Context: an optimization exercise on an open-source flow, tuned for small area and a short achievable clock period. The choices shown serve that exercise and are no tape-out recipe.
Function was not checked in any run shown here: the RTL went through the layout flow alone.

==> flow/design.v (outline; a module is shown in full before it is edited, if it fits) <==
// module rot8: 234 lines
// module rot9: 234 lines
// module rot10: 234 lines
// module rot11: 234 lines
// module rot12: 234 lines
// module rot13: 234 lines
// module rot14: 231 lines
// module rot0: 234 lines
// module rot1: 234 lines
// module rot2: 234 lines
// module rot3: 234 lines
// module rot4: 234 lines
// module rot5: 234 lines
// module rot6: 234 lines
// module rot7: 234 lines
// module cordic: 69 lines
module cordic (
    input  wire                     clk,
    input  wire                     rst,
    input  wire                     valid_i,
    input  wire signed [16:0] x_i,
    input  wire signed [16:0] y_i,
    output wire                     valid_o,
    output wire signed [16:0] x_o,
    output wire signed [16:0] y_o
    );
  // ...
==> flow/run.sh <==
#!/bin/bash
# synth_recipe.tcl (not shown) runs the flow's synth.tcl, then flattens the netlist and writes it again
# the make line also repeats each setting of config.mk as NAME=value (left out here)
make -C /OpenROAD-flow-scripts/flow DESIGN_CONFIG=/design/flow/config.mk WORK_HOME=/design/flow/orfs CLKGATE_MAP_FILE= SYNTH_SCRIPT=/design/flow/synth_recipe.tcl finish
==> flow/config.mk <==
export PLATFORM = sky130hd
export DESIGN_NAME = cordic
export DESIGN_NICKNAME = cordic
export VERILOG_FILES = /design/flow/design.v
export SDC_FILE = /design/flow/constraint.sdc
export NUM_CORES = 4
export LEC_CHECK = 0
export CAP_MARGIN = 20
export CORE_MARGIN = 2
export CORE_UTILIZATION = 40
export SETUP_SLACK_MARGIN = 2.0
export SLEW_MARGIN = 20
==> flow/constraint.sdc <==
create_clock -name core_clock -period 4.6 [get_ports {clk}]
set_input_delay 0.9200 -clock core_clock [delete_from_list [all_inputs] [get_ports {clk}]]
set_output_delay 0.9200 -clock core_clock [all_outputs]
set_load 0.01 [all_outputs]
==> impl_metrics.py, run 1 <==
metrics = {
    "cells_and_area": {
        "dominant-cell-class": "multi-input combinational cells",
        "antennaDiodeCount": 0,
        "multi_input_area_share_pct": 58.79,
        "drive_above_1_share_pct": 30.52,
        "syn_to_final_growth_pct": 39.23,
        "final_nets": 5505,
    },
    "yosys": {
        "synth_area_leaders": "dfxtp_1, ha_1, xnor2_1",
        "synth_fa_ha_area_share_pct": 26.21,
        "yosys.area.top_type": "dfxtp_1",
    },
    "place": {
        "port_buffers": 71,
        "dpl_worst_slack_ns": 0.9889,
        "place_area_mm2": 0.04339,
    },
    "setup_path": {
        "worstSetupPathType": "register to register",
        "path_cells": "xor2_4, ha_4, and2_4, a221o_1, or4_4, a311oi_4, nor3_2, a21oi_2, fa_1, inv_1",
    },
    "hold_path": {
        "hold_path_depth": 1,
    },
    "global_routing": {
        "grt-ovfl-total": 0,
        "grtUsageMet2_pct": 32.24,
    },
    "route": {
        "dr_wl_met3_mm": 3.114,
        "wl_per_cell_um": 16.46,
    },
    "sta": {
        "period_needed_ns": 2.987,
        "whs_ns": 0.4268,
    },
    "clock_tree": {
        "cts_tree": "done",
        "clk-insertion-delay-late_ns": 0.63,
    },
    "outcome": {
        "status": "no timing/DRC/antenna violations",
    },
    "floorplanning": {
        "dieHeight_um": 319.7,
    },
}
==> module rot8, before the edit <==
module rot8 (
    input  wire        clk,
    input  wire [16:0] x, y,
    input  wire        d,
    output reg  [16:0] xn, yn,
    output reg         dn
    );
    wire [16:0] sx;
    wire sx_co;
    wire [17:0] sx_p, sx_g;
    assign sx_g[0] = ~d;
    assign sx_p[0] = 1'b0;
    assign sx_p[1] = x[0] ^ (y[8] ^ ~d);
    assign sx_g[1] = x[0] & (y[8] ^ ~d);
    assign sx_p[2] = x[1] ^ (y[9] ^ ~d);
    assign sx_g[2] = x[1] & (y[9] ^ ~d);
    assign sx_p[3] = x[2] ^ (y[10] ^ ~d);
    assign sx_g[3] = x[2] & (y[10] ^ ~d);
    assign sx_p[4] = x[3] ^ (y[11] ^ ~d);
    assign sx_g[4] = x[3] & (y[11] ^ ~d);
    assign sx_p[5] = x[4] ^ (y[12] ^ ~d);
    assign sx_g[5] = x[4] & (y[12] ^ ~d);
    assign sx_p[6] = x[5] ^ (y[13] ^ ~d);
    assign sx_g[6] = x[5] & (y[13] ^ ~d);
    assign sx_p[7] = x[6] ^ (y[14] ^ ~d);
    assign sx_g[7] = x[6] & (y[14] ^ ~d);
    assign sx_p[8] = x[7] ^ (y[15] ^ ~d);
    assign sx_g[8] = x[7] & (y[15] ^ ~d);
    assign sx_p[9] = x[8] ^ (y[16] ^ ~d);
    assign sx_g[9] = x[8] & (y[16] ^ ~d);
    assign sx_p[10] = x[9] ^ (y[16] ^ ~d);
    assign sx_g[10] = x[9] & (y[16] ^ ~d);
    assign sx_p[11] = x[10] ^ (y[16] ^ ~d);
    assign sx_g[11] = x[10] & (y[16] ^ ~d);
    assign sx_p[12] = x[11] ^ (y[16] ^ ~d);
    assign sx_g[12] = x[11] & (y[16] ^ ~d);
    assign sx_p[13] = x[12] ^ (y[16] ^ ~d);
    assign sx_g[13] = x[12] & (y[16] ^ ~d);
    assign sx_p[14] = x[13] ^ (y[16] ^ ~d);
    assign sx_g[14] = x[13] & (y[16] ^ ~d);
    assign sx_p[15] = x[14] ^ (y[16] ^ ~d);
    assign sx_g[15] = x[14] & (y[16] ^ ~d);
    assign sx_p[16] = x[15] ^ (y[16] ^ ~d);
    assign sx_g[16] = x[15] & (y[16] ^ ~d);
    assign sx_p[17] = x[16] ^ (y[16] ^ ~d);
    assign sx_g[17] = x[16] & (y[16] ^ ~d);
    wire sx_G0_1 = sx_g[1] | (sx_p[1] & sx_g[0]);
    wire sx_G0_3 = sx_g[3] | (sx_p[3] & sx_g[2]);
    wire sx_P0_3 = sx_p[3] & sx_p[2];
    wire sx_G0_5 = sx_g[5] | (sx_p[5] & sx_g[4]);
    wire sx_P0_5 = sx_p[5] & sx_p[4];
    wire sx_G0_7 = sx_g[7] | (sx_p[7] & sx_g[6]);
    wire sx_P0_7 = sx_p[7] & sx_p[6];
    wire sx_G0_9 = sx_g[9] | (sx_p[9] & sx_g[8]);
    wire sx_P0_9 = sx_p[9] & sx_p[8];
    wire sx_G0_11 = sx_g[11] | (sx_p[11] & sx_g[10]);
    wire sx_P0_11 = sx_p[11] & sx_p[10];
    wire sx_G0_13 = sx_g[13] | (sx_p[13] & sx_g[12]);
    wire sx_P0_13 = sx_p[13] & sx_p[12];
    wire sx_G0_15 = sx_g[15] | (sx_p[15] & sx_g[14]);
    wire sx_P0_15 = sx_p[15] & sx_p[14];
    wire sx_G0_17 = sx_g[17] | (sx_p[17] & sx_g[16]);
    wire sx_P0_17 = sx_p[17] & sx_p[16];
    wire sx_G1_2 = sx_g[2] | (sx_p[2] & sx_G0_1);
    wire sx_G1_3 = sx_G0_3 | (sx_P0_3 & sx_G0_1);
    wire sx_G1_6 = sx_g[6] | (sx_p[6] & sx_G0_5);
    wire sx_P1_6 = sx_p[6] & sx_P0_5;
    wire sx_G1_7 = sx_G0_7 | (sx_P0_7 & sx_G0_5);
    wire sx_P1_7 = sx_P0_7 & sx_P0_5;
    wire sx_G1_10 = sx_g[10] | (sx_p[10] & sx_G0_9);
    wire sx_P1_10 = sx_p[10] & sx_P0_9;
    wire sx_G1_11 = sx_G0_11 | (sx_P0_11 & sx_G0_9);
    wire sx_P1_11 = sx_P0_11 & sx_P0_9;
    wire sx_G1_14 = sx_g[14] | (sx_p[14] & sx_G0_13);
    wire sx_P1_14 = sx_p[14] & sx_P0_13;
    wire sx_G1_15 = sx_G0_15 | (sx_P0_15 & sx_G0_13);
    wire sx_P1_15 = sx_P0_15 & sx_P0_13;
    wire sx_G2_4 = sx_g[4] | (sx_p[4] & sx_G1_3);
    wire sx_G2_5 = sx_G0_5 | (sx_P0_5 & sx_G1_3);
    wire sx_G2_6 = sx_G1_6 | (sx_P1_6 & sx_G1_3);
    wire sx_G2_7 = sx_G1_7 | (sx_P1_7 & sx_G1_3);
    wire sx_G2_12 = sx_g[12] | (sx_p[12] & sx_G1_11);
    wire sx_P2_12 = sx_p[12] & sx_P1_11;
    wire sx_G2_13 = sx_G0_13 | (sx_P0_13 & sx_G1_11);
    wire sx_P2_13 = sx_P0_13 & sx_P1_11;
    wire sx_G2_14 = sx_G1_14 | (sx_P1_14 & sx_G1_11);
    wire sx_P2_14 = sx_P1_14 & sx_P1_11;
    wire sx_G2_15 = sx_G1_15 | (sx_P1_15 & sx_G1_11);
    wire sx_P2_15 = sx_P1_15 & sx_P1_11;
    wire sx_G3_8 = sx_g[8] | (sx_p[8] & sx_G2_7);
    wire sx_G3_9 = sx_G0_9 | (sx_P0_9 & sx_G2_7);
    wire sx_G3_10 = sx_G1_10 | (sx_P1_10 & sx_G2_7);
    wire sx_G3_11 = sx_G1_11 | (sx_P1_11 & sx_G2_7);
    wire sx_G3_12 = sx_G2_12 | (sx_P2_12 & sx_G2_7);
    wire sx_G3_13 = sx_G2_13 | (sx_P2_13 & sx_G2_7);
    wire sx_G3_14 = sx_G2_14 | (sx_P2_14 & sx_G2_7);
    wire sx_G3_15 = sx_G2_15 | (sx_P2_15 & sx_G2_7);
    wire sx_G4_16 = sx_g[16] | (sx_p[16] & sx_G3_15);
    wire sx_G4_17 = sx_G0_17 | (sx_P0_17 & sx_G3_15);
    assign sx[0] = sx_p[1] ^ sx_g[0];
    assign sx[1] = sx_p[2] ^ sx_G0_1;
    assign sx[2] = sx_p[3] ^ sx_G1_2;
    assign sx[3] = sx_p[4] ^ sx_G1_3;
    assign sx[4] = sx_p[5] ^ sx_G2_4;
    assign sx[5] = sx_p[6] ^ sx_G2_5;
    assign sx[6] = sx_p[7] ^ sx_G2_6;
    assign sx[7] = sx_p[8] ^ sx_G2_7;
    assign sx[8] = sx_p[9] ^ sx_G3_8;
    assign sx[9] = sx_p[10] ^ sx_G3_9;
    assign sx[10] = sx_p[11] ^ sx_G3_10;
    assign sx[11] = sx_p[12] ^ sx_G3_11;
    assign sx[12] = sx_p[13] ^ sx_G3_12;
    assign sx[13] = sx_p[14] ^ sx_G3_13;
    assign sx[14] = sx_p[15] ^ sx_G3_14;
    assign sx[15] = sx_p[16] ^ sx_G3_15;
    assign sx[16] = sx_p[17] ^ sx_G4_16;
    assign sx_co = sx_G4_17;
    wire [16:0] sy;
    wire sy_co;
    wire [17:0] sy_p, sy_g;
    assign sy_g[0] = d;
    assign sy_p[0] = 1'b0;
    assign sy_p[1] = y[0] ^ (x[8] ^ d);
    assign sy_g[1] = y[0] & (x[8] ^ d);
    assign sy_p[2] = y[1] ^ (x[9] ^ d);
    assign sy_g[2] = y[1] & (x[9] ^ d);
    assign sy_p[3] = y[2] ^ (x[10] ^ d);
    assign sy_g[3] = y[2] & (x[10] ^ d);
    assign sy_p[4] = y[3] ^ (x[11] ^ d);
    assign sy_g[4] = y[3] & (x[11] ^ d);
    assign sy_p[5] = y[4] ^ (x[12] ^ d);
    assign sy_g[5] = y[4] & (x[12] ^ d);
    assign sy_p[6] = y[5] ^ (x[13] ^ d);
    assign sy_g[6] = y[5] & (x[13] ^ d);
    assign sy_p[7] = y[6] ^ (x[14] ^ d);
    assign sy_g[7] = y[6] & (x[14] ^ d);
    assign sy_p[8] = y[7] ^ (x[15] ^ d);
    assign sy_g[8] = y[7] & (x[15] ^ d);
    assign sy_p[9] = y[8] ^ (x[16] ^ d);
    assign sy_g[9] = y[8] & (x[16] ^ d);
    assign sy_p[10] = y[9] ^ (x[16] ^ d);
    assign sy_g[10] = y[9] & (x[16] ^ d);
    assign sy_p[11] = y[10] ^ (x[16] ^ d);
    assign sy_g[11] = y[10] & (x[16] ^ d);
    assign sy_p[12] = y[11] ^ (x[16] ^ d);
    assign sy_g[12] = y[11] & (x[16] ^ d);
    assign sy_p[13] = y[12] ^ (x[16] ^ d);
    assign sy_g[13] = y[12] & (x[16] ^ d);
    assign sy_p[14] = y[13] ^ (x[16] ^ d);
    assign sy_g[14] = y[13] & (x[16] ^ d);
    assign sy_p[15] = y[14] ^ (x[16] ^ d);
    assign sy_g[15] = y[14] & (x[16] ^ d);
    assign sy_p[16] = y[15] ^ (x[16] ^ d);
    assign sy_g[16] = y[15] & (x[16] ^ d);
    assign sy_p[17] = y[16] ^ (x[16] ^ d);
    assign sy_g[17] = y[16] & (x[16] ^ d);
    wire sy_G0_1 = sy_g[1] | (sy_p[1] & sy_g[0]);
    wire sy_G0_3 = sy_g[3] | (sy_p[3] & sy_g[2]);
    wire sy_P0_3 = sy_p[3] & sy_p[2];
    wire sy_G0_5 = sy_g[5] | (sy_p[5] & sy_g[4]);
    wire sy_P0_5 = sy_p[5] & sy_p[4];
    wire sy_G0_7 = sy_g[7] | (sy_p[7] & sy_g[6]);
    wire sy_P0_7 = sy_p[7] & sy_p[6];
    wire sy_G0_9 = sy_g[9] | (sy_p[9] & sy_g[8]);
    wire sy_P0_9 = sy_p[9] & sy_p[8];
    wire sy_G0_11 = sy_g[11] | (sy_p[11] & sy_g[10]);
    wire sy_P0_11 = sy_p[11] & sy_p[10];
    wire sy_G0_13 = sy_g[13] | (sy_p[13] & sy_g[12]);
    wire sy_P0_13 = sy_p[13] & sy_p[12];
    wire sy_G0_15 = sy_g[15] | (sy_p[15] & sy_g[14]);
    wire sy_P0_15 = sy_p[15] & sy_p[14];
    wire sy_G0_17 = sy_g[17] | (sy_p[17] & sy_g[16]);
    wire sy_P0_17 = sy_p[17] & sy_p[16];
    wire sy_G1_2 = sy_g[2] | (sy_p[2] & sy_G0_1);
    wire sy_G1_3 = sy_G0_3 | (sy_P0_3 & sy_G0_1);
    wire sy_G1_6 = sy_g[6] | (sy_p[6] & sy_G0_5);
    wire sy_P1_6 = sy_p[6] & sy_P0_5;
    wire sy_G1_7 = sy_G0_7 | (sy_P0_7 & sy_G0_5);
    wire sy_P1_7 = sy_P0_7 & sy_P0_5;
    wire sy_G1_10 = sy_g[10] | (sy_p[10] & sy_G0_9);
    wire sy_P1_10 = sy_p[10] & sy_P0_9;
    wire sy_G1_11 = sy_G0_11 | (sy_P0_11 & sy_G0_9);
    wire sy_P1_11 = sy_P0_11 & sy_P0_9;
    wire sy_G1_14 = sy_g[14] | (sy_p[14] & sy_G0_13);
    wire sy_P1_14 = sy_p[14] & sy_P0_13;
    wire sy_G1_15 = sy_G0_15 | (sy_P0_15 & sy_G0_13);
    wire sy_P1_15 = sy_P0_15 & sy_P0_13;
    wire sy_G2_4 = sy_g[4] | (sy_p[4] & sy_G1_3);
    wire sy_G2_5 = sy_G0_5 | (sy_P0_5 & sy_G1_3);
    wire sy_G2_6 = sy_G1_6 | (sy_P1_6 & sy_G1_3);
    wire sy_G2_7 = sy_G1_7 | (sy_P1_7 & sy_G1_3);
    wire sy_G2_12 = sy_g[12] | (sy_p[12] & sy_G1_11);
    wire sy_P2_12 = sy_p[12] & sy_P1_11;
    wire sy_G2_13 = sy_G0_13 | (sy_P0_13 & sy_G1_11);
    wire sy_P2_13 = sy_P0_13 & sy_P1_11;
    wire sy_G2_14 = sy_G1_14 | (sy_P1_14 & sy_G1_11);
    wire sy_P2_14 = sy_P1_14 & sy_P1_11;
    wire sy_G2_15 = sy_G1_15 | (sy_P1_15 & sy_G1_11);
    wire sy_P2_15 = sy_P1_15 & sy_P1_11;
    wire sy_G3_8 = sy_g[8] | (sy_p[8] & sy_G2_7);
    wire sy_G3_9 = sy_G0_9 | (sy_P0_9 & sy_G2_7);
    wire sy_G3_10 = sy_G1_10 | (sy_P1_10 & sy_G2_7);
    wire sy_G3_11 = sy_G1_11 | (sy_P1_11 & sy_G2_7);
    wire sy_G3_12 = sy_G2_12 | (sy_P2_12 & sy_G2_7);
    wire sy_G3_13 = sy_G2_13 | (sy_P2_13 & sy_G2_7);
    wire sy_G3_14 = sy_G2_14 | (sy_P2_14 & sy_G2_7);
    wire sy_G3_15 = sy_G2_15 | (sy_P2_15 & sy_G2_7);
    wire sy_G4_16 = sy_g[16] | (sy_p[16] & sy_G3_15);
    wire sy_G4_17 = sy_G0_17 | (sy_P0_17 & sy_G3_15);
    assign sy[0] = sy_p[1] ^ sy_g[0];
    assign sy[1] = sy_p[2] ^ sy_G0_1;
    assign sy[2] = sy_p[3] ^ sy_G1_2;
    assign sy[3] = sy_p[4] ^ sy_G1_3;
    assign sy[4] = sy_p[5] ^ sy_G2_4;
    assign sy[5] = sy_p[6] ^ sy_G2_5;
    assign sy[6] = sy_p[7] ^ sy_G2_6;
    assign sy[7] = sy_p[8] ^ sy_G2_7;
    assign sy[8] = sy_p[9] ^ sy_G3_8;
    assign sy[9] = sy_p[10] ^ sy_G3_9;
    assign sy[10] = sy_p[11] ^ sy_G3_10;
    assign sy[11] = sy_p[12] ^ sy_G3_11;
    assign sy[12] = sy_p[13] ^ sy_G3_12;
    assign sy[13] = sy_p[14] ^ sy_G3_13;
    assign sy[14] = sy_p[15] ^ sy_G3_14;
    assign sy[15] = sy_p[16] ^ sy_G3_15;
    assign sy[16] = sy_p[17] ^ sy_G4_16;
    assign sy_co = sy_G4_17;
    wire nz = (sy_p[1] ^ d) | (|(sy_p[17:2] ^ (sy_p[16:1] | sy_g[16:1])));
    always @(posedge clk) begin
        xn <= sx;
        yn <= sy;
        dn <= ~sy[16] & nz;
    end
endmodule
==> module rot9, before the edit <==
module rot9 (
    input  wire        clk,
    input  wire [16:0] x, y,
    input  wire        d,
    output reg  [16:0] xn, yn,
    output reg         dn
    );
    wire [16:0] sx;
    wire sx_co;
    wire [17:0] sx_p, sx_g;
    assign sx_g[0] = ~d;
    assign sx_p[0] = 1'b0;
    assign sx_p[1] = x[0] ^ (y[9] ^ ~d);
    assign sx_g[1] = x[0] & (y[9] ^ ~d);
    assign sx_p[2] = x[1] ^ (y[10] ^ ~d);
    assign sx_g[2] = x[1] & (y[10] ^ ~d);
    assign sx_p[3] = x[2] ^ (y[11] ^ ~d);
    assign sx_g[3] = x[2] & (y[11] ^ ~d);
    assign sx_p[4] = x[3] ^ (y[12] ^ ~d);
    assign sx_g[4] = x[3] & (y[12] ^ ~d);
    assign sx_p[5] = x[4] ^ (y[13] ^ ~d);
    assign sx_g[5] = x[4] & (y[13] ^ ~d);
    assign sx_p[6] = x[5] ^ (y[14] ^ ~d);
    assign sx_g[6] = x[5] & (y[14] ^ ~d);
    assign sx_p[7] = x[6] ^ (y[15] ^ ~d);
    assign sx_g[7] = x[6] & (y[15] ^ ~d);
    assign sx_p[8] = x[7] ^ (y[16] ^ ~d);
    assign sx_g[8] = x[7] & (y[16] ^ ~d);
    assign sx_p[9] = x[8] ^ (y[16] ^ ~d);
    assign sx_g[9] = x[8] & (y[16] ^ ~d);
    assign sx_p[10] = x[9] ^ (y[16] ^ ~d);
    assign sx_g[10] = x[9] & (y[16] ^ ~d);
    assign sx_p[11] = x[10] ^ (y[16] ^ ~d);
    assign sx_g[11] = x[10] & (y[16] ^ ~d);
    assign sx_p[12] = x[11] ^ (y[16] ^ ~d);
    assign sx_g[12] = x[11] & (y[16] ^ ~d);
    assign sx_p[13] = x[12] ^ (y[16] ^ ~d);
    assign sx_g[13] = x[12] & (y[16] ^ ~d);
    assign sx_p[14] = x[13] ^ (y[16] ^ ~d);
    assign sx_g[14] = x[13] & (y[16] ^ ~d);
    assign sx_p[15] = x[14] ^ (y[16] ^ ~d);
    assign sx_g[15] = x[14] & (y[16] ^ ~d);
    assign sx_p[16] = x[15] ^ (y[16] ^ ~d);
    assign sx_g[16] = x[15] & (y[16] ^ ~d);
    assign sx_p[17] = x[16] ^ (y[16] ^ ~d);
    assign sx_g[17] = x[16] & (y[16] ^ ~d);
    wire sx_G0_1 = sx_g[1] | (sx_p[1] & sx_g[0]);
    wire sx_G0_3 = sx_g[3] | (sx_p[3] & sx_g[2]);
    wire sx_P0_3 = sx_p[3] & sx_p[2];
    wire sx_G0_5 = sx_g[5] | (sx_p[5] & sx_g[4]);
    wire sx_P0_5 = sx_p[5] & sx_p[4];
    wire sx_G0_7 = sx_g[7] | (sx_p[7] & sx_g[6]);
    wire sx_P0_7 = sx_p[7] & sx_p[6];
    wire sx_G0_9 = sx_g[9] | (sx_p[9] & sx_g[8]);
    wire sx_P0_9 = sx_p[9] & sx_p[8];
    wire sx_G0_11 = sx_g[11] | (sx_p[11] & sx_g[10]);
    wire sx_P0_11 = sx_p[11] & sx_p[10];
    wire sx_G0_13 = sx_g[13] | (sx_p[13] & sx_g[12]);
    wire sx_P0_13 = sx_p[13] & sx_p[12];
    wire sx_G0_15 = sx_g[15] | (sx_p[15] & sx_g[14]);
    wire sx_P0_15 = sx_p[15] & sx_p[14];
    wire sx_G0_17 = sx_g[17] | (sx_p[17] & sx_g[16]);
    wire sx_P0_17 = sx_p[17] & sx_p[16];
    wire sx_G1_2 = sx_g[2] | (sx_p[2] & sx_G0_1);
    wire sx_G1_3 = sx_G0_3 | (sx_P0_3 & sx_G0_1);
    wire sx_G1_6 = sx_g[6] | (sx_p[6] & sx_G0_5);
    wire sx_P1_6 = sx_p[6] & sx_P0_5;
    wire sx_G1_7 = sx_G0_7 | (sx_P0_7 & sx_G0_5);
    wire sx_P1_7 = sx_P0_7 & sx_P0_5;
    wire sx_G1_10 = sx_g[10] | (sx_p[10] & sx_G0_9);
    wire sx_P1_10 = sx_p[10] & sx_P0_9;
    wire sx_G1_11 = sx_G0_11 | (sx_P0_11 & sx_G0_9);
    wire sx_P1_11 = sx_P0_11 & sx_P0_9;
    wire sx_G1_14 = sx_g[14] | (sx_p[14] & sx_G0_13);
    wire sx_P1_14 = sx_p[14] & sx_P0_13;
    wire sx_G1_15 = sx_G0_15 | (sx_P0_15 & sx_G0_13);
    wire sx_P1_15 = sx_P0_15 & sx_P0_13;
    wire sx_G2_4 = sx_g[4] | (sx_p[4] & sx_G1_3);
    wire sx_G2_5 = sx_G0_5 | (sx_P0_5 & sx_G1_3);
    wire sx_G2_6 = sx_G1_6 | (sx_P1_6 & sx_G1_3);
    wire sx_G2_7 = sx_G1_7 | (sx_P1_7 & sx_G1_3);
    wire sx_G2_12 = sx_g[12] | (sx_p[12] & sx_G1_11);
    wire sx_P2_12 = sx_p[12] & sx_P1_11;
    wire sx_G2_13 = sx_G0_13 | (sx_P0_13 & sx_G1_11);
    wire sx_P2_13 = sx_P0_13 & sx_P1_11;
    wire sx_G2_14 = sx_G1_14 | (sx_P1_14 & sx_G1_11);
    wire sx_P2_14 = sx_P1_14 & sx_P1_11;
    wire sx_G2_15 = sx_G1_15 | (sx_P1_15 & sx_G1_11);
    wire sx_P2_15 = sx_P1_15 & sx_P1_11;
    wire sx_G3_8 = sx_g[8] | (sx_p[8] & sx_G2_7);
    wire sx_G3_9 = sx_G0_9 | (sx_P0_9 & sx_G2_7);
    wire sx_G3_10 = sx_G1_10 | (sx_P1_10 & sx_G2_7);
    wire sx_G3_11 = sx_G1_11 | (sx_P1_11 & sx_G2_7);
    wire sx_G3_12 = sx_G2_12 | (sx_P2_12 & sx_G2_7);
    wire sx_G3_13 = sx_G2_13 | (sx_P2_13 & sx_G2_7);
    wire sx_G3_14 = sx_G2_14 | (sx_P2_14 & sx_G2_7);
    wire sx_G3_15 = sx_G2_15 | (sx_P2_15 & sx_G2_7);
    wire sx_G4_16 = sx_g[16] | (sx_p[16] & sx_G3_15);
    wire sx_G4_17 = sx_G0_17 | (sx_P0_17 & sx_G3_15);
    assign sx[0] = sx_p[1] ^ sx_g[0];
    assign sx[1] = sx_p[2] ^ sx_G0_1;
    assign sx[2] = sx_p[3] ^ sx_G1_2;
    assign sx[3] = sx_p[4] ^ sx_G1_3;
    assign sx[4] = sx_p[5] ^ sx_G2_4;
    assign sx[5] = sx_p[6] ^ sx_G2_5;
    assign sx[6] = sx_p[7] ^ sx_G2_6;
    assign sx[7] = sx_p[8] ^ sx_G2_7;
    assign sx[8] = sx_p[9] ^ sx_G3_8;
    assign sx[9] = sx_p[10] ^ sx_G3_9;
    assign sx[10] = sx_p[11] ^ sx_G3_10;
    assign sx[11] = sx_p[12] ^ sx_G3_11;
    assign sx[12] = sx_p[13] ^ sx_G3_12;
    assign sx[13] = sx_p[14] ^ sx_G3_13;
    assign sx[14] = sx_p[15] ^ sx_G3_14;
    assign sx[15] = sx_p[16] ^ sx_G3_15;
    assign sx[16] = sx_p[17] ^ sx_G4_16;
    assign sx_co = sx_G4_17;
    wire [16:0] sy;
    wire sy_co;
    wire [17:0] sy_p, sy_g;
    assign sy_g[0] = d;
    assign sy_p[0] = 1'b0;
    assign sy_p[1] = y[0] ^ (x[9] ^ d);
    assign sy_g[1] = y[0] & (x[9] ^ d);
    assign sy_p[2] = y[1] ^ (x[10] ^ d);
    assign sy_g[2] = y[1] & (x[10] ^ d);
    assign sy_p[3] = y[2] ^ (x[11] ^ d);
    assign sy_g[3] = y[2] & (x[11] ^ d);
    assign sy_p[4] = y[3] ^ (x[12] ^ d);
    assign sy_g[4] = y[3] & (x[12] ^ d);
    assign sy_p[5] = y[4] ^ (x[13] ^ d);
    assign sy_g[5] = y[4] & (x[13] ^ d);
    assign sy_p[6] = y[5] ^ (x[14] ^ d);
    assign sy_g[6] = y[5] & (x[14] ^ d);
    assign sy_p[7] = y[6] ^ (x[15] ^ d);
    assign sy_g[7] = y[6] & (x[15] ^ d);
    assign sy_p[8] = y[7] ^ (x[16] ^ d);
    assign sy_g[8] = y[7] & (x[16] ^ d);
    assign sy_p[9] = y[8] ^ (x[16] ^ d);
    assign sy_g[9] = y[8] & (x[16] ^ d);
    assign sy_p[10] = y[9] ^ (x[16] ^ d);
    assign sy_g[10] = y[9] & (x[16] ^ d);
    assign sy_p[11] = y[10] ^ (x[16] ^ d);
    assign sy_g[11] = y[10] & (x[16] ^ d);
    assign sy_p[12] = y[11] ^ (x[16] ^ d);
    assign sy_g[12] = y[11] & (x[16] ^ d);
    assign sy_p[13] = y[12] ^ (x[16] ^ d);
    assign sy_g[13] = y[12] & (x[16] ^ d);
    assign sy_p[14] = y[13] ^ (x[16] ^ d);
    assign sy_g[14] = y[13] & (x[16] ^ d);
    assign sy_p[15] = y[14] ^ (x[16] ^ d);
    assign sy_g[15] = y[14] & (x[16] ^ d);
    assign sy_p[16] = y[15] ^ (x[16] ^ d);
    assign sy_g[16] = y[15] & (x[16] ^ d);
    assign sy_p[17] = y[16] ^ (x[16] ^ d);
    assign sy_g[17] = y[16] & (x[16] ^ d);
    wire sy_G0_1 = sy_g[1] | (sy_p[1] & sy_g[0]);
    wire sy_G0_3 = sy_g[3] | (sy_p[3] & sy_g[2]);
    wire sy_P0_3 = sy_p[3] & sy_p[2];
    wire sy_G0_5 = sy_g[5] | (sy_p[5] & sy_g[4]);
    wire sy_P0_5 = sy_p[5] & sy_p[4];
    wire sy_G0_7 = sy_g[7] | (sy_p[7] & sy_g[6]);
    wire sy_P0_7 = sy_p[7] & sy_p[6];
    wire sy_G0_9 = sy_g[9] | (sy_p[9] & sy_g[8]);
    wire sy_P0_9 = sy_p[9] & sy_p[8];
    wire sy_G0_11 = sy_g[11] | (sy_p[11] & sy_g[10]);
    wire sy_P0_11 = sy_p[11] & sy_p[10];
    wire sy_G0_13 = sy_g[13] | (sy_p[13] & sy_g[12]);
    wire sy_P0_13 = sy_p[13] & sy_p[12];
    wire sy_G0_15 = sy_g[15] | (sy_p[15] & sy_g[14]);
    wire sy_P0_15 = sy_p[15] & sy_p[14];
    wire sy_G0_17 = sy_g[17] | (sy_p[17] & sy_g[16]);
    wire sy_P0_17 = sy_p[17] & sy_p[16];
    wire sy_G1_2 = sy_g[2] | (sy_p[2] & sy_G0_1);
    wire sy_G1_3 = sy_G0_3 | (sy_P0_3 & sy_G0_1);
    wire sy_G1_6 = sy_g[6] | (sy_p[6] & sy_G0_5);
    wire sy_P1_6 = sy_p[6] & sy_P0_5;
    wire sy_G1_7 = sy_G0_7 | (sy_P0_7 & sy_G0_5);
    wire sy_P1_7 = sy_P0_7 & sy_P0_5;
    wire sy_G1_10 = sy_g[10] | (sy_p[10] & sy_G0_9);
    wire sy_P1_10 = sy_p[10] & sy_P0_9;
    wire sy_G1_11 = sy_G0_11 | (sy_P0_11 & sy_G0_9);
    wire sy_P1_11 = sy_P0_11 & sy_P0_9;
    wire sy_G1_14 = sy_g[14] | (sy_p[14] & sy_G0_13);
    wire sy_P1_14 = sy_p[14] & sy_P0_13;
    wire sy_G1_15 = sy_G0_15 | (sy_P0_15 & sy_G0_13);
    wire sy_P1_15 = sy_P0_15 & sy_P0_13;
    wire sy_G2_4 = sy_g[4] | (sy_p[4] & sy_G1_3);
    wire sy_G2_5 = sy_G0_5 | (sy_P0_5 & sy_G1_3);
    wire sy_G2_6 = sy_G1_6 | (sy_P1_6 & sy_G1_3);
    wire sy_G2_7 = sy_G1_7 | (sy_P1_7 & sy_G1_3);
    wire sy_G2_12 = sy_g[12] | (sy_p[12] & sy_G1_11);
    wire sy_P2_12 = sy_p[12] & sy_P1_11;
    wire sy_G2_13 = sy_G0_13 | (sy_P0_13 & sy_G1_11);
    wire sy_P2_13 = sy_P0_13 & sy_P1_11;
    wire sy_G2_14 = sy_G1_14 | (sy_P1_14 & sy_G1_11);
    wire sy_P2_14 = sy_P1_14 & sy_P1_11;
    wire sy_G2_15 = sy_G1_15 | (sy_P1_15 & sy_G1_11);
    wire sy_P2_15 = sy_P1_15 & sy_P1_11;
    wire sy_G3_8 = sy_g[8] | (sy_p[8] & sy_G2_7);
    wire sy_G3_9 = sy_G0_9 | (sy_P0_9 & sy_G2_7);
    wire sy_G3_10 = sy_G1_10 | (sy_P1_10 & sy_G2_7);
    wire sy_G3_11 = sy_G1_11 | (sy_P1_11 & sy_G2_7);
    wire sy_G3_12 = sy_G2_12 | (sy_P2_12 & sy_G2_7);
    wire sy_G3_13 = sy_G2_13 | (sy_P2_13 & sy_G2_7);
    wire sy_G3_14 = sy_G2_14 | (sy_P2_14 & sy_G2_7);
    wire sy_G3_15 = sy_G2_15 | (sy_P2_15 & sy_G2_7);
    wire sy_G4_16 = sy_g[16] | (sy_p[16] & sy_G3_15);
    wire sy_G4_17 = sy_G0_17 | (sy_P0_17 & sy_G3_15);
    assign sy[0] = sy_p[1] ^ sy_g[0];
    assign sy[1] = sy_p[2] ^ sy_G0_1;
    assign sy[2] = sy_p[3] ^ sy_G1_2;
    assign sy[3] = sy_p[4] ^ sy_G1_3;
    assign sy[4] = sy_p[5] ^ sy_G2_4;
    assign sy[5] = sy_p[6] ^ sy_G2_5;
    assign sy[6] = sy_p[7] ^ sy_G2_6;
    assign sy[7] = sy_p[8] ^ sy_G2_7;
    assign sy[8] = sy_p[9] ^ sy_G3_8;
    assign sy[9] = sy_p[10] ^ sy_G3_9;
    assign sy[10] = sy_p[11] ^ sy_G3_10;
    assign sy[11] = sy_p[12] ^ sy_G3_11;
    assign sy[12] = sy_p[13] ^ sy_G3_12;
    assign sy[13] = sy_p[14] ^ sy_G3_13;
    assign sy[14] = sy_p[15] ^ sy_G3_14;
    assign sy[15] = sy_p[16] ^ sy_G3_15;
    assign sy[16] = sy_p[17] ^ sy_G4_16;
    assign sy_co = sy_G4_17;
    wire nz = (sy_p[1] ^ d) | (|(sy_p[17:2] ^ (sy_p[16:1] | sy_g[16:1])));
    always @(posedge clk) begin
        xn <= sx;
        yn <= sy;
        dn <= ~sy[16] & nz;
    end
endmodule
==> module rot10, before the edit <==
module rot10 (
    input  wire        clk,
    input  wire [16:0] x, y,
    input  wire        d,
    output reg  [16:0] xn, yn,
    output reg         dn
    );
    wire [16:0] sx;
    wire sx_co;
    wire [17:0] sx_p, sx_g;
    assign sx_g[0] = ~d;
    assign sx_p[0] = 1'b0;
    assign sx_p[1] = x[0] ^ (y[10] ^ ~d);
    assign sx_g[1] = x[0] & (y[10] ^ ~d);
    assign sx_p[2] = x[1] ^ (y[11] ^ ~d);
    assign sx_g[2] = x[1] & (y[11] ^ ~d);
    assign sx_p[3] = x[2] ^ (y[12] ^ ~d);
    assign sx_g[3] = x[2] & (y[12] ^ ~d);
    assign sx_p[4] = x[3] ^ (y[13] ^ ~d);
    assign sx_g[4] = x[3] & (y[13] ^ ~d);
    assign sx_p[5] = x[4] ^ (y[14] ^ ~d);
    assign sx_g[5] = x[4] & (y[14] ^ ~d);
    assign sx_p[6] = x[5] ^ (y[15] ^ ~d);
    assign sx_g[6] = x[5] & (y[15] ^ ~d);
    assign sx_p[7] = x[6] ^ (y[16] ^ ~d);
    assign sx_g[7] = x[6] & (y[16] ^ ~d);
    assign sx_p[8] = x[7] ^ (y[16] ^ ~d);
    assign sx_g[8] = x[7] & (y[16] ^ ~d);
    assign sx_p[9] = x[8] ^ (y[16] ^ ~d);
    assign sx_g[9] = x[8] & (y[16] ^ ~d);
    assign sx_p[10] = x[9] ^ (y[16] ^ ~d);
    assign sx_g[10] = x[9] & (y[16] ^ ~d);
    assign sx_p[11] = x[10] ^ (y[16] ^ ~d);
    assign sx_g[11] = x[10] & (y[16] ^ ~d);
    assign sx_p[12] = x[11] ^ (y[16] ^ ~d);
    assign sx_g[12] = x[11] & (y[16] ^ ~d);
    assign sx_p[13] = x[12] ^ (y[16] ^ ~d);
    assign sx_g[13] = x[12] & (y[16] ^ ~d);
    assign sx_p[14] = x[13] ^ (y[16] ^ ~d);
    assign sx_g[14] = x[13] & (y[16] ^ ~d);
    assign sx_p[15] = x[14] ^ (y[16] ^ ~d);
    assign sx_g[15] = x[14] & (y[16] ^ ~d);
    assign sx_p[16] = x[15] ^ (y[16] ^ ~d);
    assign sx_g[16] = x[15] & (y[16] ^ ~d);
    assign sx_p[17] = x[16] ^ (y[16] ^ ~d);
    assign sx_g[17] = x[16] & (y[16] ^ ~d);
    wire sx_G0_1 = sx_g[1] | (sx_p[1] & sx_g[0]);
    wire sx_G0_3 = sx_g[3] | (sx_p[3] & sx_g[2]);
    wire sx_P0_3 = sx_p[3] & sx_p[2];
    wire sx_G0_5 = sx_g[5] | (sx_p[5] & sx_g[4]);
    wire sx_P0_5 = sx_p[5] & sx_p[4];
    wire sx_G0_7 = sx_g[7] | (sx_p[7] & sx_g[6]);
    wire sx_P0_7 = sx_p[7] & sx_p[6];
    wire sx_G0_9 = sx_g[9] | (sx_p[9] & sx_g[8]);
    wire sx_P0_9 = sx_p[9] & sx_p[8];
    wire sx_G0_11 = sx_g[11] | (sx_p[11] & sx_g[10]);
    wire sx_P0_11 = sx_p[11] & sx_p[10];
    wire sx_G0_13 = sx_g[13] | (sx_p[13] & sx_g[12]);
    wire sx_P0_13 = sx_p[13] & sx_p[12];
    wire sx_G0_15 = sx_g[15] | (sx_p[15] & sx_g[14]);
    wire sx_P0_15 = sx_p[15] & sx_p[14];
    wire sx_G0_17 = sx_g[17] | (sx_p[17] & sx_g[16]);
    wire sx_P0_17 = sx_p[17] & sx_p[16];
    wire sx_G1_2 = sx_g[2] | (sx_p[2] & sx_G0_1);
    wire sx_G1_3 = sx_G0_3 | (sx_P0_3 & sx_G0_1);
    wire sx_G1_6 = sx_g[6] | (sx_p[6] & sx_G0_5);
    wire sx_P1_6 = sx_p[6] & sx_P0_5;
    wire sx_G1_7 = sx_G0_7 | (sx_P0_7 & sx_G0_5);
    wire sx_P1_7 = sx_P0_7 & sx_P0_5;
    wire sx_G1_10 = sx_g[10] | (sx_p[10] & sx_G0_9);
    wire sx_P1_10 = sx_p[10] & sx_P0_9;
    wire sx_G1_11 = sx_G0_11 | (sx_P0_11 & sx_G0_9);
    wire sx_P1_11 = sx_P0_11 & sx_P0_9;
    wire sx_G1_14 = sx_g[14] | (sx_p[14] & sx_G0_13);
    wire sx_P1_14 = sx_p[14] & sx_P0_13;
    wire sx_G1_15 = sx_G0_15 | (sx_P0_15 & sx_G0_13);
    wire sx_P1_15 = sx_P0_15 & sx_P0_13;
    wire sx_G2_4 = sx_g[4] | (sx_p[4] & sx_G1_3);
    wire sx_G2_5 = sx_G0_5 | (sx_P0_5 & sx_G1_3);
    wire sx_G2_6 = sx_G1_6 | (sx_P1_6 & sx_G1_3);
    wire sx_G2_7 = sx_G1_7 | (sx_P1_7 & sx_G1_3);
    wire sx_G2_12 = sx_g[12] | (sx_p[12] & sx_G1_11);
    wire sx_P2_12 = sx_p[12] & sx_P1_11;
    wire sx_G2_13 = sx_G0_13 | (sx_P0_13 & sx_G1_11);
    wire sx_P2_13 = sx_P0_13 & sx_P1_11;
    wire sx_G2_14 = sx_G1_14 | (sx_P1_14 & sx_G1_11);
    wire sx_P2_14 = sx_P1_14 & sx_P1_11;
    wire sx_G2_15 = sx_G1_15 | (sx_P1_15 & sx_G1_11);
    wire sx_P2_15 = sx_P1_15 & sx_P1_11;
    wire sx_G3_8 = sx_g[8] | (sx_p[8] & sx_G2_7);
    wire sx_G3_9 = sx_G0_9 | (sx_P0_9 & sx_G2_7);
    wire sx_G3_10 = sx_G1_10 | (sx_P1_10 & sx_G2_7);
    wire sx_G3_11 = sx_G1_11 | (sx_P1_11 & sx_G2_7);
    wire sx_G3_12 = sx_G2_12 | (sx_P2_12 & sx_G2_7);
    wire sx_G3_13 = sx_G2_13 | (sx_P2_13 & sx_G2_7);
    wire sx_G3_14 = sx_G2_14 | (sx_P2_14 & sx_G2_7);
    wire sx_G3_15 = sx_G2_15 | (sx_P2_15 & sx_G2_7);
    wire sx_G4_16 = sx_g[16] | (sx_p[16] & sx_G3_15);
    wire sx_G4_17 = sx_G0_17 | (sx_P0_17 & sx_G3_15);
    assign sx[0] = sx_p[1] ^ sx_g[0];
    assign sx[1] = sx_p[2] ^ sx_G0_1;
    assign sx[2] = sx_p[3] ^ sx_G1_2;
    assign sx[3] = sx_p[4] ^ sx_G1_3;
    assign sx[4] = sx_p[5] ^ sx_G2_4;
    assign sx[5] = sx_p[6] ^ sx_G2_5;
    assign sx[6] = sx_p[7] ^ sx_G2_6;
    assign sx[7] = sx_p[8] ^ sx_G2_7;
    assign sx[8] = sx_p[9] ^ sx_G3_8;
    assign sx[9] = sx_p[10] ^ sx_G3_9;
    assign sx[10] = sx_p[11] ^ sx_G3_10;
    assign sx[11] = sx_p[12] ^ sx_G3_11;
    assign sx[12] = sx_p[13] ^ sx_G3_12;
    assign sx[13] = sx_p[14] ^ sx_G3_13;
    assign sx[14] = sx_p[15] ^ sx_G3_14;
    assign sx[15] = sx_p[16] ^ sx_G3_15;
    assign sx[16] = sx_p[17] ^ sx_G4_16;
    assign sx_co = sx_G4_17;
    wire [16:0] sy;
    wire sy_co;
    wire [17:0] sy_p, sy_g;
    assign sy_g[0] = d;
    assign sy_p[0] = 1'b0;
    assign sy_p[1] = y[0] ^ (x[10] ^ d);
    assign sy_g[1] = y[0] & (x[10] ^ d);
    assign sy_p[2] = y[1] ^ (x[11] ^ d);
    assign sy_g[2] = y[1] & (x[11] ^ d);
    assign sy_p[3] = y[2] ^ (x[12] ^ d);
    assign sy_g[3] = y[2] & (x[12] ^ d);
    assign sy_p[4] = y[3] ^ (x[13] ^ d);
    assign sy_g[4] = y[3] & (x[13] ^ d);
    assign sy_p[5] = y[4] ^ (x[14] ^ d);
    assign sy_g[5] = y[4] & (x[14] ^ d);
    assign sy_p[6] = y[5] ^ (x[15] ^ d);
    assign sy_g[6] = y[5] & (x[15] ^ d);
    assign sy_p[7] = y[6] ^ (x[16] ^ d);
    assign sy_g[7] = y[6] & (x[16] ^ d);
    assign sy_p[8] = y[7] ^ (x[16] ^ d);
    assign sy_g[8] = y[7] & (x[16] ^ d);
    assign sy_p[9] = y[8] ^ (x[16] ^ d);
    assign sy_g[9] = y[8] & (x[16] ^ d);
    assign sy_p[10] = y[9] ^ (x[16] ^ d);
    assign sy_g[10] = y[9] & (x[16] ^ d);
    assign sy_p[11] = y[10] ^ (x[16] ^ d);
    assign sy_g[11] = y[10] & (x[16] ^ d);
    assign sy_p[12] = y[11] ^ (x[16] ^ d);
    assign sy_g[12] = y[11] & (x[16] ^ d);
    assign sy_p[13] = y[12] ^ (x[16] ^ d);
    assign sy_g[13] = y[12] & (x[16] ^ d);
    assign sy_p[14] = y[13] ^ (x[16] ^ d);
    assign sy_g[14] = y[13] & (x[16] ^ d);
    assign sy_p[15] = y[14] ^ (x[16] ^ d);
    assign sy_g[15] = y[14] & (x[16] ^ d);
    assign sy_p[16] = y[15] ^ (x[16] ^ d);
    assign sy_g[16] = y[15] & (x[16] ^ d);
    assign sy_p[17] = y[16] ^ (x[16] ^ d);
    assign sy_g[17] = y[16] & (x[16] ^ d);
    wire sy_G0_1 = sy_g[1] | (sy_p[1] & sy_g[0]);
    wire sy_G0_3 = sy_g[3] | (sy_p[3] & sy_g[2]);
    wire sy_P0_3 = sy_p[3] & sy_p[2];
    wire sy_G0_5 = sy_g[5] | (sy_p[5] & sy_g[4]);
    wire sy_P0_5 = sy_p[5] & sy_p[4];
    wire sy_G0_7 = sy_g[7] | (sy_p[7] & sy_g[6]);
    wire sy_P0_7 = sy_p[7] & sy_p[6];
    wire sy_G0_9 = sy_g[9] | (sy_p[9] & sy_g[8]);
    wire sy_P0_9 = sy_p[9] & sy_p[8];
    wire sy_G0_11 = sy_g[11] | (sy_p[11] & sy_g[10]);
    wire sy_P0_11 = sy_p[11] & sy_p[10];
    wire sy_G0_13 = sy_g[13] | (sy_p[13] & sy_g[12]);
    wire sy_P0_13 = sy_p[13] & sy_p[12];
    wire sy_G0_15 = sy_g[15] | (sy_p[15] & sy_g[14]);
    wire sy_P0_15 = sy_p[15] & sy_p[14];
    wire sy_G0_17 = sy_g[17] | (sy_p[17] & sy_g[16]);
    wire sy_P0_17 = sy_p[17] & sy_p[16];
    wire sy_G1_2 = sy_g[2] | (sy_p[2] & sy_G0_1);
    wire sy_G1_3 = sy_G0_3 | (sy_P0_3 & sy_G0_1);
    wire sy_G1_6 = sy_g[6] | (sy_p[6] & sy_G0_5);
    wire sy_P1_6 = sy_p[6] & sy_P0_5;
    wire sy_G1_7 = sy_G0_7 | (sy_P0_7 & sy_G0_5);
    wire sy_P1_7 = sy_P0_7 & sy_P0_5;
    wire sy_G1_10 = sy_g[10] | (sy_p[10] & sy_G0_9);
    wire sy_P1_10 = sy_p[10] & sy_P0_9;
    wire sy_G1_11 = sy_G0_11 | (sy_P0_11 & sy_G0_9);
    wire sy_P1_11 = sy_P0_11 & sy_P0_9;
    wire sy_G1_14 = sy_g[14] | (sy_p[14] & sy_G0_13);
    wire sy_P1_14 = sy_p[14] & sy_P0_13;
    wire sy_G1_15 = sy_G0_15 | (sy_P0_15 & sy_G0_13);
    wire sy_P1_15 = sy_P0_15 & sy_P0_13;
    wire sy_G2_4 = sy_g[4] | (sy_p[4] & sy_G1_3);
    wire sy_G2_5 = sy_G0_5 | (sy_P0_5 & sy_G1_3);
    wire sy_G2_6 = sy_G1_6 | (sy_P1_6 & sy_G1_3);
    wire sy_G2_7 = sy_G1_7 | (sy_P1_7 & sy_G1_3);
    wire sy_G2_12 = sy_g[12] | (sy_p[12] & sy_G1_11);
    wire sy_P2_12 = sy_p[12] & sy_P1_11;
    wire sy_G2_13 = sy_G0_13 | (sy_P0_13 & sy_G1_11);
    wire sy_P2_13 = sy_P0_13 & sy_P1_11;
    wire sy_G2_14 = sy_G1_14 | (sy_P1_14 & sy_G1_11);
    wire sy_P2_14 = sy_P1_14 & sy_P1_11;
    wire sy_G2_15 = sy_G1_15 | (sy_P1_15 & sy_G1_11);
    wire sy_P2_15 = sy_P1_15 & sy_P1_11;
    wire sy_G3_8 = sy_g[8] | (sy_p[8] & sy_G2_7);
    wire sy_G3_9 = sy_G0_9 | (sy_P0_9 & sy_G2_7);
    wire sy_G3_10 = sy_G1_10 | (sy_P1_10 & sy_G2_7);
    wire sy_G3_11 = sy_G1_11 | (sy_P1_11 & sy_G2_7);
    wire sy_G3_12 = sy_G2_12 | (sy_P2_12 & sy_G2_7);
    wire sy_G3_13 = sy_G2_13 | (sy_P2_13 & sy_G2_7);
    wire sy_G3_14 = sy_G2_14 | (sy_P2_14 & sy_G2_7);
    wire sy_G3_15 = sy_G2_15 | (sy_P2_15 & sy_G2_7);
    wire sy_G4_16 = sy_g[16] | (sy_p[16] & sy_G3_15);
    wire sy_G4_17 = sy_G0_17 | (sy_P0_17 & sy_G3_15);
    assign sy[0] = sy_p[1] ^ sy_g[0];
    assign sy[1] = sy_p[2] ^ sy_G0_1;
    assign sy[2] = sy_p[3] ^ sy_G1_2;
    assign sy[3] = sy_p[4] ^ sy_G1_3;
    assign sy[4] = sy_p[5] ^ sy_G2_4;
    assign sy[5] = sy_p[6] ^ sy_G2_5;
    assign sy[6] = sy_p[7] ^ sy_G2_6;
    assign sy[7] = sy_p[8] ^ sy_G2_7;
    assign sy[8] = sy_p[9] ^ sy_G3_8;
    assign sy[9] = sy_p[10] ^ sy_G3_9;
    assign sy[10] = sy_p[11] ^ sy_G3_10;
    assign sy[11] = sy_p[12] ^ sy_G3_11;
    assign sy[12] = sy_p[13] ^ sy_G3_12;
    assign sy[13] = sy_p[14] ^ sy_G3_13;
    assign sy[14] = sy_p[15] ^ sy_G3_14;
    assign sy[15] = sy_p[16] ^ sy_G3_15;
    assign sy[16] = sy_p[17] ^ sy_G4_16;
    assign sy_co = sy_G4_17;
    wire nz = (sy_p[1] ^ d) | (|(sy_p[17:2] ^ (sy_p[16:1] | sy_g[16:1])));
    always @(posedge clk) begin
        xn <= sx;
        yn <= sy;
        dn <= ~sy[16] & nz;
    end
endmodule
==> inputs of run 2 (changes only) <==
--- a/flow/design.v
+++ b/flow/design.v
@@ -227,11 +227,10 @@
     assign sy[15] = sy_p[16] ^ sy_G3_15;
     assign sy[16] = sy_p[17] ^ sy_G4_16;
     assign sy_co = sy_G4_17;
-    wire nz = (sy_p[1] ^ d) | (|(sy_p[17:2] ^ (sy_p[16:1] | sy_g[16:1])));
     always @(posedge clk) begin
         xn <= sx;
         yn <= sy;
-        dn <= ~sy[16] & nz;
+        dn <= ~sy[16] & (|sy[15:0]);
     end
 endmodule
  `timescale 1ns/1ns
@@ -462,11 +461,10 @@
     assign sy[15] = sy_p[16] ^ sy_G3_15;
     assign sy[16] = sy_p[17] ^ sy_G4_16;
     assign sy_co = sy_G4_17;
-    wire nz = (sy_p[1] ^ d) | (|(sy_p[17:2] ^ (sy_p[16:1] | sy_g[16:1])));
     always @(posedge clk) begin
         xn <= sx;
         yn <= sy;
-        dn <= ~sy[16] & nz;
+        dn <= ~sy[16] & (|sy[15:0]);
     end
 endmodule
  `timescale 1ns/1ns
@@ -697,11 +695,10 @@
     assign sy[15] = sy_p[16] ^ sy_G3_15;
     assign sy[16] = sy_p[17] ^ sy_G4_16;
     assign sy_co = sy_G4_17;
-    wire nz = (sy_p[1] ^ d) | (|(sy_p[17:2] ^ (sy_p[16:1] | sy_g[16:1])));
     always @(posedge clk) begin
         xn <= sx;
         yn <= sy;
-        dn <= ~sy[16] & nz;
+        dn <= ~sy[16] & (|sy[15:0]);
     end
 endmodule
  `timescale 1ns/1ns
@@ -932,11 +929,10 @@
     assign sy[15] = sy_p[16] ^ sy_G3_15;
     assign sy[16] = sy_p[17] ^ sy_G4_16;
     assign sy_co = sy_G4_17;
-    wire nz = (sy_p[1] ^ d) | (|(sy_p[17:2] ^ (sy_p[16:1] | sy_g[16:1])));
     always @(posedge clk) begin
         xn <= sx;
         yn <= sy;
-        dn <= ~sy[16] & nz;
+        dn <= ~sy[16] & (|sy[15:0]);
     end
 endmodule
  `timescale 1ns/1ns
@@ -1167,11 +1163,10 @@
     assign sy[15] = sy_p[16] ^ sy_G3_15;
     assign sy[16] = sy_p[17] ^ sy_G4_16;
     assign sy_co = sy_G4_17;
-    wire nz = (sy_p[1] ^ d) | (|(sy_p[17:2] ^ (sy_p[16:1] | sy_g[16:1])));
     always @(posedge clk) begin
         xn <= sx;
         yn <= sy;
-        dn <= ~sy[16] & nz;
+        dn <= ~sy[16] & (|sy[15:0]);
     end
 endmodule
  `timescale 1ns/1ns
@@ -1402,11 +1397,10 @@
     assign sy[15] = sy_p[16] ^ sy_G3_15;
     assign sy[16] = sy_p[17] ^ sy_G4_16;
     assign sy_co = sy_G4_17;
-    wire nz = (sy_p[1] ^ d) | (|(sy_p[17:2] ^ (sy_p[16:1] | sy_g[16:1])));
     always @(posedge clk) begin
         xn <= sx;
         yn <= sy;
-        dn <= ~sy[16] & nz;
+        dn <= ~sy[16] & (|sy[15:0]);
     end
 endmodule
  `timescale 1ns/1ns
@@ -1869,11 +1863,10 @@
     assign sy[15] = sy_p[16] ^ sy_G3_15;
     assign sy[16] = sy_p[17] ^ sy_G4_16;
     assign sy_co = sy_G4_17;
-    wire nz = (sy_p[1] ^ d) | (|(sy_p[17:2] ^ (sy_p[16:1] | sy_g[16:1])));
     always @(posedge clk) begin
         xn <= sx;
         yn <= sy;
-        dn <= ~sy[16] & nz;
+        dn <= ~sy[16] & (|sy[15:0]);
     end
 endmodule
  `timescale 1ns/1ns
@@ -2104,11 +2097,10 @@
     assign sy[15] = sy_p[16] ^ sy_G3_15;
     assign sy[16] = sy_p[17] ^ sy_G4_16;
     assign sy_co = sy_G4_17;
-    wire nz = (sy_p[1] ^ d) | (|(sy_p[17:2] ^ (sy_p[16:1] | sy_g[16:1])));
     always @(posedge clk) begin
         xn <= sx;
         yn <= sy;
-        dn <= ~sy[16] & nz;
+        dn <= ~sy[16] & (|sy[15:0]);
     end
 endmodule
  `timescale 1ns/1ns
@@ -2339,11 +2331,10 @@
     assign sy[15] = sy_p[16] ^ sy_G3_15;
     assign sy[16] = sy_p[17] ^ sy_G4_16;
     assign sy_co = sy_G4_17;
-    wire nz = (sy_p[1] ^ d) | (|(sy_p[17:2] ^ (sy_p[16:1] | sy_g[16:1])));
     always @(posedge clk) begin
         xn <= sx;
         yn <= sy;
-        dn <= ~sy[16] & nz;
+        dn <= ~sy[16] & (|sy[15:0]);
     end
 endmodule
  `timescale 1ns/1ns
@@ -2574,11 +2565,10 @@
     assign sy[15] = sy_p[16] ^ sy_G3_15;
     assign sy[16] = sy_p[17] ^ sy_G4_16;
     assign sy_co = sy_G4_17;
-    wire nz = (sy_p[1] ^ d) | (|(sy_p[17:2] ^ (sy_p[16:1] | sy_g[16:1])));
     always @(posedge clk) begin
         xn <= sx;
         yn <= sy;
-        dn <= ~sy[16] & nz;
+        dn <= ~sy[16] & (|sy[15:0]);
     end
 endmodule
  `timescale 1ns/1ns
@@ -2809,11 +2799,10 @@
     assign sy[15] = sy_p[16] ^ sy_G3_15;
     assign sy[16] = sy_p[17] ^ sy_G4_16;
     assign sy_co = sy_G4_17;
-    wire nz = (sy_p[1] ^ d) | (|(sy_p[17:2] ^ (sy_p[16:1] | sy_g[16:1])));
     always @(posedge clk) begin
         xn <= sx;
         yn <= sy;
-        dn <= ~sy[16] & nz;
+        dn <= ~sy[16] & (|sy[15:0]);
     end
 endmodule
  `timescale 1ns/1ns
@@ -3044,11 +3033,10 @@
     assign sy[15] = sy_p[16] ^ sy_G3_15;
     assign sy[16] = sy_p[17] ^ sy_G4_16;
     assign sy_co = sy_G4_17;
-    wire nz = (sy_p[1] ^ d) | (|(sy_p[17:2] ^ (sy_p[16:1] | sy_g[16:1])));
     always @(posedge clk) begin
         xn <= sx;
         yn <= sy;
-        dn <= ~sy[16] & nz;
+        dn <= ~sy[16] & (|sy[15:0]);
     end
 endmodule
  `timescale 1ns/1ns
@@ -3279,11 +3267,10 @@
     assign sy[15] = sy_p[16] ^ sy_G3_15;
     assign sy[16] = sy_p[17] ^ sy_G4_16;
     assign sy_co = sy_G4_17;
-    wire nz = (sy_p[1] ^ d) | (|(sy_p[17:2] ^ (sy_p[16:1] | sy_g[16:1])));
     always @(posedge clk) begin
         xn <= sx;
         yn <= sy;
-        dn <= ~sy[16] & nz;
+        dn <= ~sy[16] & (|sy[15:0]);
     end
 endmodule
  `timescale 1ns/1ns
@@ -3514,11 +3501,10 @@
     assign sy[15] = sy_p[16] ^ sy_G3_15;
     assign sy[16] = sy_p[17] ^ sy_G4_16;
     assign sy_co = sy_G4_17;
-    wire nz = (sy_p[1] ^ d) | (|(sy_p[17:2] ^ (sy_p[16:1] | sy_g[16:1])));
     always @(posedge clk) begin
         xn <= sx;
         yn <= sy;
-        dn <= ~sy[16] & nz;
+        dn <= ~sy[16] & (|sy[15:0]);
     end
 endmodule
  `timescale 1ns/1ns
==> flow/flow/run.sh (new file) <==
#!/bin/bash
# The standard layout (standard.sh: ORFS from synthesis to the final layout), with one change:
# ADDER_MAP_FILE is empty, so ORFS's synthesis skips Yosys's full/half adder extraction and abc maps
# the adders' logic like the rest. Everything else, including the registers, is the standard flow.
set -euo pipefail
cd "$(dirname "$0")/.."
export ADDER_MAP_FILE=
bash standard.sh > standard.log 2>&1
==> flow/standard.sh (new file) <==
#!/bin/bash
# synth_recipe.tcl (not shown) runs the flow's synth.tcl, then flattens the netlist and writes it again
# the make line also repeats each setting of config.mk as NAME=value (left out here)
make -C /OpenROAD-flow-scripts/flow DESIGN_CONFIG=/design/flow/config.mk WORK_HOME=/design/flow/orfs CLKGATE_MAP_FILE= SYNTH_SCRIPT=/design/flow/synth_recipe.tcl "${@:-finish}"
--- a/flow/config.mk
+++ b/flow/config.mk
@@ -5,8 +5,12 @@
 export SDC_FILE = /design/flow/constraint.sdc
 export NUM_CORES = 4
 export LEC_CHECK = 0
+export ABC_AREA = 1
 export CAP_MARGIN = 20
 export CORE_MARGIN = 2
 export CORE_UTILIZATION = 40
+export CTS_CLUSTER_DIAMETER = 120
+export CTS_CLUSTER_SIZE = 20
 export SETUP_SLACK_MARGIN = 2.0
 export SLEW_MARGIN = 20
+export SYNTH_HIERARCHICAL = 0
removed: flow/run.sh
==> run 2 against run 1 <==
Die area decreased by 0.74%. Register-to-register slack improved by 0.59 ns. Via count increased by 22%. Worst setup slack improved by 0.48 ns. Largest cell class unchanged. Worst hold slack got worse by 0.022 ns. Sequential share of layout area increased by 6.3 points. Flip-flop and latch count increased by 1. Highest routed layer is now met5. Fmax increased by 19%. Count of clock-buffer cells in the layout decreased by 52. Synthesized cell count increased by 59%.
==> impl_metrics.py, run 2 <==
metrics = {
    "outcome": {
        "status": "no timing/DRC/antenna violations",
    },
    "global_routing": {
        "antenna_found_initial": 1,
        "grt_pass1_wl_mm": 154.6,
        "grt_use_total_pct": 18.01,
        "first_global_vias": 32705,
        "grt-ovfl-total": 0,
        "grt_max_degree": 36,
    },
    "sta": {
        "period_share_pct": 54.48,
        "finClkSkew_ns": 0.03341,
        "final.setup.worst_slack_ns": 2.094,
        "fin_setup_tns_ns": 0,
        "rsz0062_at_grt": "no",
        "finalSetupViolCount": 0,
        "hold_viol_final": 0,
        "worst_pin_slew_ns": 0.6445,
        "timing.fmax_mhz": 399.0,
        "period_needed_ns": 2.506,
        "slew_viol_final": 0,
        "slew_headroom_pct": 56.64,
    },
    "yosys": {
        "synth_area_leaders": "dfxtp_1, nand2_1, inv_1",
        "synth.most_common_cell": "nand2_1",
        "syn_area_mm2": 0.03956,
        "synth_commonest_cells": "nand2_1, inv_1, dfxtp_1, nand3_1, nor2_1",
        "synth_top_area_share_pct": 29.10,
        "yosys.area.top_type": "dfxtp_1",
        "synthFlopType": "dfxtp_1",
        "seq_area_frac_synth_pct": 29.10,
        "yosysWarnings": 16,
        "synthArstFlopShare_pct": 0,
        "synthCells": 6582,
        "yosysUniqueCellTypes": 58,
        "syn-num-nets": 6619,
        "synth_edf_count": 0,
        "ys_ff_latch": 575,
        "syn_area_per_cell_um2": 6.010,
    },
    "route": {
        "post_drt_via_cell_ratio": 4.583,
        "wl_per_cell_um": 11.62,
        "drt-initial-drc-count": 1950,
        "wl_mm": 92.07,
        "ant_nets": 0,
        "num_vias": 36309,
        "firstDrtPassIters": 7,
        "drc": 0,
    },
    "setup_path": {
        "crit_slowest_cell": "clkdlybuf4s50_1",
        "crit_path_max_fanout": 1,
        "slowest_delay_ns": 0.56,
        "worstSetupPathType": "register to output pin",
        "critPathArrivalTime_ns": 1.59,
        "cp.depth": 1,
        "worst_ep_required_time_ns": 3.68,
        "worst-path-buf-inv": 1,
        "reg2reg_depth": 14,
        "crit_path_end_kind": "output pin",
        "cp-start-kind": "register",
        "path_cells": "clkdlybuf4s50_1",
        "crit_family": "buffers and inverters",
    },
    "cells_and_area": {
        "final_cell_mix": "nand2_1, inv_1, dfxtp_1",
        "layout.cells.most_common": "nand2_1",
        "drive_above_1_share_pct": 5.154,
        "final_nets": 6670,
        "fillers": 10438,
        "antennaDiodeCount": 0,
        "syn_to_final_growth_pct": 7.654,
        "stdcell_count": 7923,
    },
    "floorplanning": {
        "rows": 115,
        "dieArea_mm2": 0.1014,
        "dieHeight_um": 318.5,
        "core_area_mm2": 0.09828,
        "ioPinCount": 72,
        "die_w_um": 318.5,
        "initial_utilization_pct": 40.25,
    },
    "clock_tree": {
        "numCtsBuffers": 34,
        "htree_levels": 2,
        "cts_tree": "done",
        "root_buffer": "clkbuf_16",
        "cts.sinks": 575,
        "clk-insertion-delay-late_ns": 0.62,
        "clock_tree.buffer_depth": 3,
        "clk_pin_slew_ns": 0.08,
    },
    "place": {
        "detailed_place_hpwl_mm": 75.19,
        "gp_congestion": 0.8549,
        "dpl.cell_count": 7872,
        "port_buffers": 71,
        "dpl_worst_slack_ns": 1.419,
    },
    "hold_path": {
        "hold_path_depth": 2,
        "worstHoldPathType": "register to register",
    },
    "job": {
        "drv_cap": 0,
    },
}
[run 2: cell count changes after synthesis, moves of 116 or more]
cell | before | now
nand2_1 | 103 | 2676
ha_1 | 643 | 0
inv_1 | 538 | 1045
nand3_1 | 47 | 514
xnor2_1 | 502 | 161
nor2_1 | 105 | 434
fa_1 | 120 | 0
a21oi_1 | 269 | 153
[run 2: routing by layer]
metal  part of all wire, %  track usage [%]  up-vias
li1                      -                -    20066
met1                    50            24.44    15717
met2                    44            30.35      420
met3                   3.1            2.099      104
met4                   2.2            4.434        2
met5                 0.015                0        -
[run 2: final timing paths]
kind / startpoint / to / slack [ns]
max: u14.xn[10] / x_o[10] / 2.09
min: vp[7] / vp[8] / 0.41
max reg2reg: u2.dn / u3.dn / 2.20
min reg2reg: vp[7] / vp[8] / 0.41
[run 2: area by class of cell]
type                    count  area, µm²  share of cell area (%)
clock inverters             3      62.56                  0.1469
inverters                1070       4060                   9.533
multi-input cells        4859      23500                   55.19
clock buffers              36      879.6                   2.065
repair inverters            1      5.005                 0.01175
repair buffers             92      925.9                   2.174
flip-flops and latches    575      11540                   27.10
well taps                1287       1610                   3.781
[run 2: logic make-up after synthesis]
logic type | after synthesis | share of synthesized area, %
AND/OR/NAND/NOR | 3939 | 41.44
buffers and inverters | 1148 | 11.90
flip-flops | 575 | 29.10
XOR/XNOR | 490 | 11.10
AO/OA/AOI/OAI | 430 | 6.458
[run 2: timing repair]
action / 4_1_cts / 5_1_grt
setup buffers: 0 / 11
hold buffers: 0 / 0
setup endpoints to repair: 64 / 116
gates cloned: 0 / 1
resized for setup: 16 / 87
[run 2: through the flow]
stage,utilization [%],area (µm²),hold slack [ns]
after CTS,42.99,42240,0.4081
after global placement,41.99,41270,0.3888
after floorplan,-,39560,0.3883
after detailed placement,41.99,41270,0.3953
final,43.34,42590,0.4050
after global routing,43.34,42590,0.4179

==> what the ideal ports hide <==
In the flow no input, the clock included, has a driving cell. The finished layouts below were timed again as built, in two steps. Step 1 assumes that a clkbuf_16 drives the clock port and a buf_2 every other input. Step 2 also shifts input and output timing later by t, the mid clock arrival at the registers, as if the neighbouring blocks saw the same clock. Three values: no drivers, after step 1, after step 2; two values: the first two.
run	shift t [ns]	setup slack, ns	clock arrival spread, ns	worst data-port slew with drivers (ns)
run 1	0.682	1.613 / 1.613 / 1.559	0.030 / 0.029	0.04
run 2	0.669	2.094 / 2.030 / 1.587	0.035 / 0.035	0.04
After both steps setup and hold are still met in every run listed. The setup slack of run 2, which loses most, moves by -0.064 ns with the drivers and by -0.507 ns with both steps.
